Background: an optimization exercise with open tools, aiming at small area. Do not read the settings as production practice.
The RTL of this run was laid out without a check of its function.

[design/flow/run.sh]
#!/bin/bash
# synth_recipe.tcl (not shown) runs the flow's synth.tcl, then flattens the netlist and writes it again
# the make line also repeats each setting of config.mk as NAME=value (left out here)
make -C /OpenROAD-flow-scripts/flow DESIGN_CONFIG=/design/flow/config.mk WORK_HOME=/design/flow/orfs CLKGATE_MAP_FILE= SYNTH_SCRIPT=/design/flow/synth_recipe.tcl finish
[design/flow/config.mk]
export PLATFORM = sky130hd
export DESIGN_NAME = SR_full_top
export DESIGN_NICKNAME = SR_full_top
export VERILOG_FILES = /design/flow/design.v
export SDC_FILE = /design/flow/constraint.sdc
export NUM_CORES = 8
export LEC_CHECK = 0
export CAP_MARGIN = 20
export CORE_MARGIN = 2
export CORE_UTILIZATION = 40
export PLACE_DENSITY = 0.5
export SLEW_MARGIN = 20
[design/flow/design.v]
`timescale 1ns / 1ps
module SR_chain #(parameter PH = 0) (
    input  wire       clk,
    input  wire       clr,
    input  wire [9:0] code,
    output wire       inc
);
    function automatic reachable(input integer v);
        begin
            if (PH == 0) reachable = 1'b1;
            else reachable = (v <= 721) || v == 725 || v == 739 || v == 1004 ||
                             v == 1018 || v == 1022 || v == 1023;
        end
    endfunction
    wire [31:0] row = 32'd1 << code[9:5];
    wire [31:0] col = 32'd1 << code[4:0];
    wire [1023:0] t;
    genvar r, c;
    generate for (r = 0; r < 32; r = r + 1) begin : rw
        for (c = 0; c < 32; c = c + 1) begin : cl
            if (reachable(r*32+c)) begin : e
                reg s1, s2;
                wire hit = row[r] & col[c];
                always @(posedge clk) begin
                    s1 <= hit | (s1 & ~clr);
                    s2 <= (s2 | (hit & s1)) & ~clr;
                end
                assign t[r*32+c] = hit & s1 & ~s2;
            end else begin : n
                assign t[r*32+c] = 1'b0;
            end
        end
    end endgenerate
    assign inc = |t;
endmodule
`timescale 1ns / 1ps
module SR_chain_control (
    input  wire       clk,
    input  wire       reset,
    input  wire       start,
    output reg  [7:0] q,
    output reg        run,
    output reg        frame_end,
    output reg        done
);
    wire last = (q == 8'd249);
    always @(posedge clk) begin
        if (reset) begin
            q <= 8'd235;
            run <= 1'b0;
            frame_end <= 1'b0;
            done <= 1'b0;
        end else begin
            if (run | start) begin
                q <= last ? 8'd0 : q + 8'd1;
                if (last) run <= 1'b1;
            end
            frame_end <= run & last;
            done <= run & (q >= 8'd22) & (q <= 8'd29);
        end
    end
endmodule
`timescale 1ns / 1ps
module cordic_rtop (
    input  wire        i_clk,
    input  wire [13:0] i_xval,
    input  wire [13:0] i_yval,
    output wire [9:0]  o_mag,
    output wire [9:0]  o_phase
);
    localparam NST = 12;
    wire sx = i_xval[13], sy = i_yval[13];
    wire [14:0] ex = {sx, i_xval};
    wire [14:0] ey = {sy, i_yval};
    wire [14:0] x0 = (ex ^ {15{sx}}) + (ey ^ {15{sy}}) + {13'd0, sx & sy, sx ^ sy};
    wire [14:0] y0 = (ex ^ {15{~sy}}) + (ey ^ {15{sx}}) + {13'd0, ~sy & sx, ~sy ^ sx};
    reg [14:0] xv [0:NST];
    reg [13:0] uv [0:NST-1];
    reg [NST+1:0] dq [0:NST];
    always @(posedge i_clk) begin
        xv[0] <= x0;
        uv[0] <= y0[13:0] ^ {14{y0[14]}};
        dq[0] <= {sx, sy, y0[14], {(NST-1){1'b0}}};
    end
    genvar i, j;
    generate for (i = 0; i < NST; i = i + 1) begin : it
        localparam S = i + 1;
        wire [14:0] x = xv[i];
        wire [13:0] u = uv[i];
        wire neg = dq[i][NST-1-i];
        wire [14:0] ua = {{(S+1){1'b0}}, u[13:S]};
        wire [15:0] cx;
        wire [14:0] xn;
        assign cx[0] = neg;
        for (j = 0; j < 15; j = j + 1) begin : ax
            assign xn[j] = x[j] ^ ua[j] ^ cx[j];
            assign cx[j+1] = (x[j] & ua[j]) | (cx[j] & (x[j] ^ ua[j]));
        end
        always @(posedge i_clk) xv[i+1] <= xn;
        if (i < NST-1) begin : yy
            wire [14:0] ua2 = {1'b0, u};
            wire [14:0] xs = ~({{S{x[14]}}, x[14:S]});
            wire [15:0] cy;
            wire [14:0] d;
            assign cy[0] = 1'b1;
            for (j = 0; j < 15; j = j + 1) begin : ay
                assign d[j] = ua2[j] ^ xs[j] ^ cy[j];
                assign cy[j+1] = (ua2[j] & xs[j]) | (cy[j] & (ua2[j] ^ xs[j]));
            end
            always @(posedge i_clk) begin
                uv[i+1] <= d[13:0] ^ {14{d[14]}};
                dq[i+1] <= dq[i] | ({{(NST+1){1'b0}}, neg ^ d[14]} << (NST-2-i));
            end
        end else begin : yl
            always @(posedge i_clk) dq[i+1] <= dq[i];
        end
    end endgenerate
    wire [27:0] xw = {{13{xv[NST][14]}}, xv[NST]};
    wire [27:0] prod = (xw << 15) + (xw << 13) - (xw << 10) - (xw << 7) - (xw << 3) - (xw << 1);
    assign o_mag = prod[27:18];
    wire [NST+1:0] f = dq[NST];
    reg [18:0] k0;
    always @* begin
        case (f[NST+1:NST])
        2'b01: k0 = 19'd322560 - 19'd56184;
        2'b10: k0 = 19'd138240 - 19'd56184;
        2'b11: k0 = 19'd230400 - 19'd56184;
        default: k0 = 19'd46080 - 19'd56184;
        endcase
    end
    wire [18:0] ph = k0
        + (f[11] ? 19'd0 : 19'd54406) + (f[10] ? 19'd0 : 19'd28746)
        + (f[9]  ? 19'd0 : 19'd14592) + (f[8]  ? 19'd0 : 19'd7324)
        + (f[7]  ? 19'd0 : 19'd3664)  + (f[6]  ? 19'd0 : 19'd1832)
        + (f[5]  ? 19'd0 : 19'd916)   + (f[4]  ? 19'd0 : 19'd458)
        + (f[3]  ? 19'd0 : 19'd230)   + (f[2]  ? 19'd0 : 19'd114)
        + (f[1]  ? 19'd0 : 19'd58)    + (f[0]  ? 19'd0 : 19'd28);
    assign o_phase = ph[18:9];
endmodule
`timescale 1ns / 1ps
module DBSCAN_ARG (
    input  wire       clk,
    input  wire       clr,
    input  wire       inc,
    input  wire       load,
    output reg  [6:0] count,
    output wire [9:0] out
);
    reg [6:0] run_cnt, prev, out_r;
    always @(posedge clk) begin
        if (clr) begin
            run_cnt <= 7'd0;
            count <= run_cnt;
            prev <= count;
        end else begin
            run_cnt <= run_cnt + {6'd0, inc};
        end
        if (load) out_r <= prev;
    end
    assign out = {3'b000, out_r};
endmodule
`timescale 1ns / 1ps
module mlp_24bit_scalable (
    input  wire        clk,
    input  wire [7:0]  q,
    input  wire [6:0]  c0,
    input  wire [6:0]  c1,
    output wire [3:0]  classification_result,
    output wire [23:0] regression_result
);
    localparam W0 = 12, W1 = 11, W2 = 15;    
    wire hid  = (q >= 8'd31) & (q <= 8'd37);
    wire hid0 = (q == 8'd31);
    wire xfer = (q == 8'd38);
    reg [3:0] b;       
    reg [3:0] k;       
    always @(posedge clk) begin
        b <= (xfer | b == 4'd13) ? 4'd0 : b + 4'd1;
        k <= xfer ? 4'd0 : (b == 4'd13) ? k + 4'd1 : k;
    end
    wire have = (b == 4'd0) & (q >= 8'd53);     
    wire [2:0] cs = q[2:0] + 3'd1;
    wire cb0 = c0[cs];
    wire cb1 = c1[cs];
    reg [13:0] h0, h1, h2;
    reg signed [W0-1:0] v0; reg signed [W1-1:0] v1; reg signed [W2-1:0] v2;
    always @* begin
        case (k)
        4'd0:  begin v0 = 64;    v1 = -29;  v2 = 206;    end
        4'd1:  begin v0 = -1893; v1 = 521;  v2 = -319;   end
        4'd2:  begin v0 = -335;  v1 = 130;  v2 = -79;    end
        4'd3:  begin v0 = -139;  v1 = 108;  v2 = -86;    end
        4'd4:  begin v0 = -36;   v1 = 17;   v2 = -5394;  end
        4'd5:  begin v0 = 52;    v1 = 0;    v2 = -2772;  end
        4'd6:  begin v0 = 90;    v1 = 20;   v2 = 41;     end
        4'd7:  begin v0 = -98;   v1 = 102;  v2 = -51;    end
        4'd8:  begin v0 = -45;   v1 = -227; v2 = -45;    end
        4'd9:  begin v0 = -50;   v1 = -332; v2 = -7343;  end
        4'd10: begin v0 = 31;    v1 = -223; v2 = -2482;  end
        4'd11: begin v0 = -14;   v1 = -96;  v2 = -10187; end
        4'd12: begin v0 = 61;    v1 = -67;  v2 = -3965;  end
        4'd13: begin v0 = 112;   v1 = -111; v2 = -147;   end
        default: begin v0 = 156; v1 = -34;  v2 = -454;   end
        endcase
    end
    reg signed [W0-1:0] d0; reg signed [W1-1:0] d1; reg signed [W2-1:0] d2;
    always @* begin
        if (hid) begin
            d0 = (cb0 ? 50 : 0)  + (cb1 ? -22 : 0);
            d1 = (cb0 ? -10 : 0) + (cb1 ? 95 : 0);
            d2 = (cb0 ? -72 : 0) + (cb1 ? 98 : 0);
        end else begin
            d0 = h0[0] ? v0 : 0;
            d1 = h1[0] ? v1 : 0;
            d2 = h2[0] ? v2 : 0;
        end
    end
    wire first = hid ? hid0 : (b == 4'd0);
    wire signed [W0-1:0] i0 = hid ? -1110 : 0;
    wire signed [W1-1:0] i1 = hid ? -380 : 0;
    wire signed [W2-1:0] i2 = hid ? 2010 : 0;
    reg signed [W0-1:0] A0; reg [6:0] L0;
    reg signed [W1-1:0] A1; reg [6:0] L1;
    reg signed [W2-1:0] A2; reg [6:0] L2;
    wire signed [W0:0] s0 = (first ? i0 : A0) + d0;
    wire signed [W1:0] s1 = (first ? i1 : A1) + d1;
    wire signed [W2:0] s2 = (first ? i2 : A2) + d2;
    always @(posedge clk) begin
        A0 <= s0 >>> 1; L0 <= {s0[0], L0[6:1]};
        A1 <= s1 >>> 1; L1 <= {s1[0], L1[6:1]};
        A2 <= s2 >>> 1; L2 <= {s2[0], L2[6:1]};
    end
    wire signed [W0+6:0] f0 = {A0, L0};
    wire signed [W1+6:0] f1 = {A1, L1};
    wire signed [W2+6:0] f2 = {A2, L2};
    always @(posedge clk) begin
        h0 <= xfer ? (f0[W0+6] ? 14'd0 : f0[13:0]) : {h0[0], h0[13:1]};
        h1 <= xfer ? (f1[W1+6] ? 14'd0 : f1[13:0]) : {h1[0], h1[13:1]};
        h2 <= xfer ? (f2[W2+6] ? 14'd0 : f2[13:0]) : {h2[0], h2[13:1]};
    end
    reg signed [15:0] obk;
    always @* begin
        case (k)
        4'd1: obk = -1208;  4'd2: obk = 4468;   4'd3: obk = 2050;  4'd4: obk = 933;
        4'd5: obk = 1339;   4'd6: obk = -1361;  4'd7: obk = -4398; 4'd8: obk = -154;
        4'd9: obk = 2934;   4'd10: obk = 3753;  4'd11: obk = 1599; 4'd12: obk = 2213;
        4'd13: obk = -133;  4'd14: obk = -2255; default: obk = -6250;
        endcase
    end
    wire signed [22:0] ok = obk + f0 + f1 + f2;
    reg signed [15:0] maxv;
    reg [3:0] maxi;
    reg signed [15:0] reg0;
    always @(posedge clk) begin
        if (have) begin
            if (k == 4'd1) begin
                maxv <= ok[15:0]; maxi <= 4'd0; reg0 <= ok[15:0];
            end else if (ok > $signed({{7{maxv[15]}}, maxv})) begin
                maxv <= ok[15:0]; maxi <= k - 4'd1;
            end
        end
    end
    assign classification_result = maxi;
    assign regression_result = {{8{reg0[15]}}, reg0};
endmodule
`timescale 1ns / 1ps
module SR_full_top(input [13:0] ini,
                   input [13:0] inq,
                   input clk,
                   input reset,
                   input start,
                   output [9:0] out0,
                   output [9:0] out1,
                   output [3:0] classification_result,
                   output [23:0] regression_result,
                   output done,
                   output frame_end
    );
    wire [7:0] q;
    wire run;
    SR_chain_control ctl(.clk(clk), .reset(reset), .start(start), .q(q), .run(run),
                         .frame_end(frame_end), .done(done));
    wire [9:0] mag, arg;
    cordic_rtop cordic(.i_clk(clk), .i_xval(ini), .i_yval(inq), .o_mag(mag), .o_phase(arg));
    wire clr = (q == 8'd247);
    wire inc_abs, inc_arg;
    SR_chain #(.PH(0)) hist_abs(.clk(clk), .clr(clr), .code(mag), .inc(inc_abs));
    SR_chain #(.PH(1)) hist_arg(.clk(clk), .clr(clr), .code(arg), .inc(inc_arg));
    wire [6:0] c_arg, c_abs;
    DBSCAN_ARG cnt_arg(.clk(clk), .clr(clr), .inc(inc_arg), .load(q == 8'd1), .count(c_arg), .out(out0));
    DBSCAN_ARG cnt_abs(.clk(clk), .clr(clr), .inc(inc_abs), .load(q == 8'd1), .count(c_abs), .out(out1));
    mlp_24bit_scalable mlp(.clk(clk), .q(q), .c0(c_arg), .c1(c_abs),
                           .classification_result(classification_result),
                           .regression_result(regression_result));
endmodule
[design/flow/constraint.sdc]
create_clock -name core_clock -period 10.0 [get_ports {clk}]
set_input_delay 2.0000 -clock core_clock [delete_from_list [all_inputs] [get_ports {clk}]]
set_output_delay 2.0000 -clock core_clock [all_outputs]
set_load 0.01 [all_outputs]
==> impl_metrics.csv <==
group,metric,value,unit
placed_design,placed_area,173000,um^2
clock_tree,htreeDepth,5,
final_layout,layout_commonest_cell,"dfxtp_1",
clock_tree,root_buffer,"clkbuf_16",
placed_design,placement.io_buffers,74,
sta,slew_headroom,22.8,%
sta,fin_hold_ws,0.313,ns
sta,period_needed,9.71,ns
min_path,holdPathStages,0,
clock_tree,cts_made_buffers,456,
routing,first_pass_iters,6,
floorplanning,die-height,646,um
sta,setup_viol,0,
worst_setup_path,end_kind,"register",
yosys,synthAdderAreaFrac,7.13,%
final_layout,area_growth,14.1,%
routing,wirelength_met1,261000,um
worst_setup_path,critPathMaxStageDelay,0.63,ns
worst_setup_path,critPathLaunchType,"register",
yosys,syn_area,165000,um^2
global_route,grt_first_pass_wirelength,814000,um
yosys,synth_top_area_share,50.4,%
yosys,avgSynthCellArea,9.60,um^2
placed_design,dp_hpwl,362000,um
clock_tree,clk_pin_slew,0.06,ns
global_route,grt-ovfl-total,0,
sta,skew,0.0933,ns
floorplanning,pin_count,81,
global_route,first_global_vias,118000,
yosys,synth_xor_area_share,1.99,%
worst_setup_path,path_max_fanout,39,
routing,drc,0,
yosys,synth_top_family_by_area,"compound AO/OA/AOI/OAI gates",
floorplanning,rows,235,
global_route,grtUsageTotal,25.8,%
placed_design,gp_congestion,0.874,
yosys,yosys-top-cells-area,"dfxtp_1 (50%), a22o_1 (7.0%), fa_1 (4.2%), a21oi_1 (3.9%), inv_1 (3.8%)",
routing,route.met2.wl,242000,um
yosys,synth_mux_area_share,0.134,%
worst_setup_path,crit_top_cell,"buf_4",
yosys,synth_cell_type_count,109,
min_path,hold_class,"register to register",
sta,slew_violations,0,
worst_setup_path,timing.rr.end,"cnt_abs.run_cnt[6]",
min_path,holdCritStartpoint,"cordic.dq[10][2]",
floorplanning,die_w,646,um
clock_tree,clock_sinks,4234,
sta,worst-slew-pin-transition,1.16,ns
yosys,yosysWarnings,9,
worst_setup_path,critPathSlowestCell,"a2111oi_1",
routing,via_per_inst,5.61,
routing,dr.max_layer_used,"met5",
routing,routed_wirelength,555000,um
routing,wire_per_inst,24.4,um
global_route,antenna_found_initial,41,
sta,fmax,103,MHz
routing,drtIter0Drc,12300,
clock_tree,clk_latency,1.03,ns
worst_setup_path,reg2reg_from,"cordic.xv[12][14]",
clock_tree,cts_hold_buf,0,
sta,grt_setup_unrepaired,"no",
yosys,ys_async_sr_fraction,0,%
clock_tree,cts_tree,"yes",
yosys,yosys.area.top_type,"dfxtp_1",
routing,dr_wl_met3,37000,um
yosys,synthFlopType,"dfxtp_1",
sta,finalHoldViolCount,0,
worst_setup_path,path_class,"register to register",
final_layout,fin_area,188000,um^2
final_layout,mostFrequentLayoutCells,"dfxtp_1 (4,156), inv_1 (1,650), a22o_1 (1,311)",
worst_setup_path,rr_worst_depth,30,
global_route,grt_max_degree,190,
final_layout,nNetsFinal,17700,
job,cap_viol_max_count,0,
worst_setup_path,reg2reg_slack,0.29,ns
yosys,synthCells,17200,
routing,vias,128000,
yosys,synth_compound_area_share,19.7,%
worst_setup_path,worstPathArrival,10.54,ns
yosys,synth_seq_area_share,51.8,%
yosys,synth_edf_count,78,
floorplanning,core,410000,um^2
sta,period_share,97.1,%
outcome,status,"no timing/DRC/antenna violations",
floorplanning,die_area,418000,um^2
yosys,synth-simple-area-share,12.3,%
clock_tree,cts-root-to-sink-buffers,4,
worst_setup_path,cp.required,10.82,ns
final_layout,drive_gt1_share,8.67,%
floorplanning,start_util,40.2,%
routing,drtAntennaViolNets,0,
yosys,synth_seq_cells,4234,
min_path,hold_end,"cordic.dq[11][2]",
sta,fin_ws,0.287,ns
placed_design,pre_cts_slack,-0.108,ns
[area by class of cell]
class                           count  area (um^2)
Timing Repair Buffer              597         5430
Multi-Input combinational cell   9977        68900
Clock buffer                      686        13600
Clock inverter                    162         1860
Inverter                         1653         6220
Sequential cell                  4234        85500
Fill cell                       39000       222000
Antenna cell                       17         42.5
Tap cell                         5451         6820
[worst max-delay path by stage]
stage	from	slack, ns	end	cells after the start
floorplan	cordic.xv[12][14]	2.60	cnt_abs.run_cnt[6]	29
global placement	cordic.xv[12][14]	-0.03	cnt_abs.run_cnt[4]	28
detailed placement	cordic.xv[12][14]	-0.11	cnt_abs.run_cnt[6]	29
CTS	cordic.xv[12][14]	0.01	cnt_abs.run_cnt[6]	29
global route	cordic.xv[12][14]	0.01	cnt_abs.run_cnt[6]	30
finish	cordic.xv[12][14]	0.29	cnt_abs.run_cnt[6]	30
[Yosys cell counts, types with 368 or more instances]
master,instances
dfxtp_1,4156
inv_1,1651
a22o_1,1311
a21oi_1,1294
nand3_1,1017
nor2_1,1009
clkbuf_1,896
a31oi_1,767
nand2_1,699
o21ai_0,555
nand3b_1,403
ha_1,387
o22ai_1,368
[repair_timing]
item                       in CTS  in global routing
setup endpoints to repair       2                  9
pin swaps                       1                  0
setup buffers                   3                  0
gates resized for setup         0                  9
[metrics by stage]
step | utilization, % | setup TNS [ns] | instances
2_1_floorplan | - | 0 | 17200
3_3_place_gp | 42.1 | -0.0517 | 21900
3_5_place_dp | 42.1 | -0.182 | 21900
4_1_cts | 45.9 | 0 | 22800
5_1_grt | 45.9 | 0 | 22800
6_report | 45.9 | 0 | 22800
[per-layer routing]
layer / vias to the layer above / global-route usage [%]
li1: 59800 / -
met1: 63000 / 37.9
met2: 4249 / 39.8
met3: 777 / 2.92
met4: 4 / 7.03
met5: - / 0
[cell families (layout without fill, tap and decap cells)]
group,count (synthesis),count (layout)
XOR/XNOR,376,376
adder cells (fa/ha/maj),733,733
AO/OA/AOI/OAI,4844,4844
buffers and inverters,2988,3098
AND/OR/NAND/NOR,3999,3999
multiplexers,19,19
other,1,23
flip-flops,4234,4234
[critical path: cells and delay by family, from the launching register on]
| kind | cells | cell delay [ns] |
|---|---|---|
| compound gates | 7 | 2.25 |
| simple gates | 9 | 2.45 |
| flops | 1 | 0.37 |
| buf+inv | 7 | 1.62 |
| fa+ha+maj | 6 | 2.65 |
| xor+xnor | 1 | 0.16 |
[flip-flops by register name, indices dropped and copies added (netlist names), 14 cells and up]
name                 count
cordic.dq              116
mlp.A2                  15
hist_arg.rw.cl.e.s1    728
mlp.h2                  14
hist_abs.rw.cl.e.s1   1024
mlp.reg0                16
mlp.h1                  14
cordic.uv              156
mlp.h0                  14
hist_abs.rw.cl.e.s2   1024
mlp.obk                 14
mlp.maxv                16
cordic.xv              195
mlp.v2                  15
hist_arg.rw.cl.e.s2    728

-- afterwards: timing with drivers on the ports --
How much do the figures lean on ideal ports? The routed layout below was timed once more, with nothing changed but the port constraints. Step 1: set_driving_cell puts a clkbuf_16 on clk and a buf_2 on each other input, an assumption about the parent block. Step 2 adds t to the input delays and takes it off the output delays; t is the mean of the earliest and latest rising clock arrival at the registers after step 1. Input paths then give back, and output paths get back, about the clock's delay inside the block. a / b / c = no drivers / after step 1 / after step 2; a / b = the first two.
shift t [ns]: 1.099
setup WS [ns]: 0.287 / 0.287 / 0.287
clock arrival spread, ns: 0.114 / 0.114
After both steps this run still meets setup and hold. The setup slack of this run moves by 0.000 ns with the drivers and by 0.000 ns with both steps.
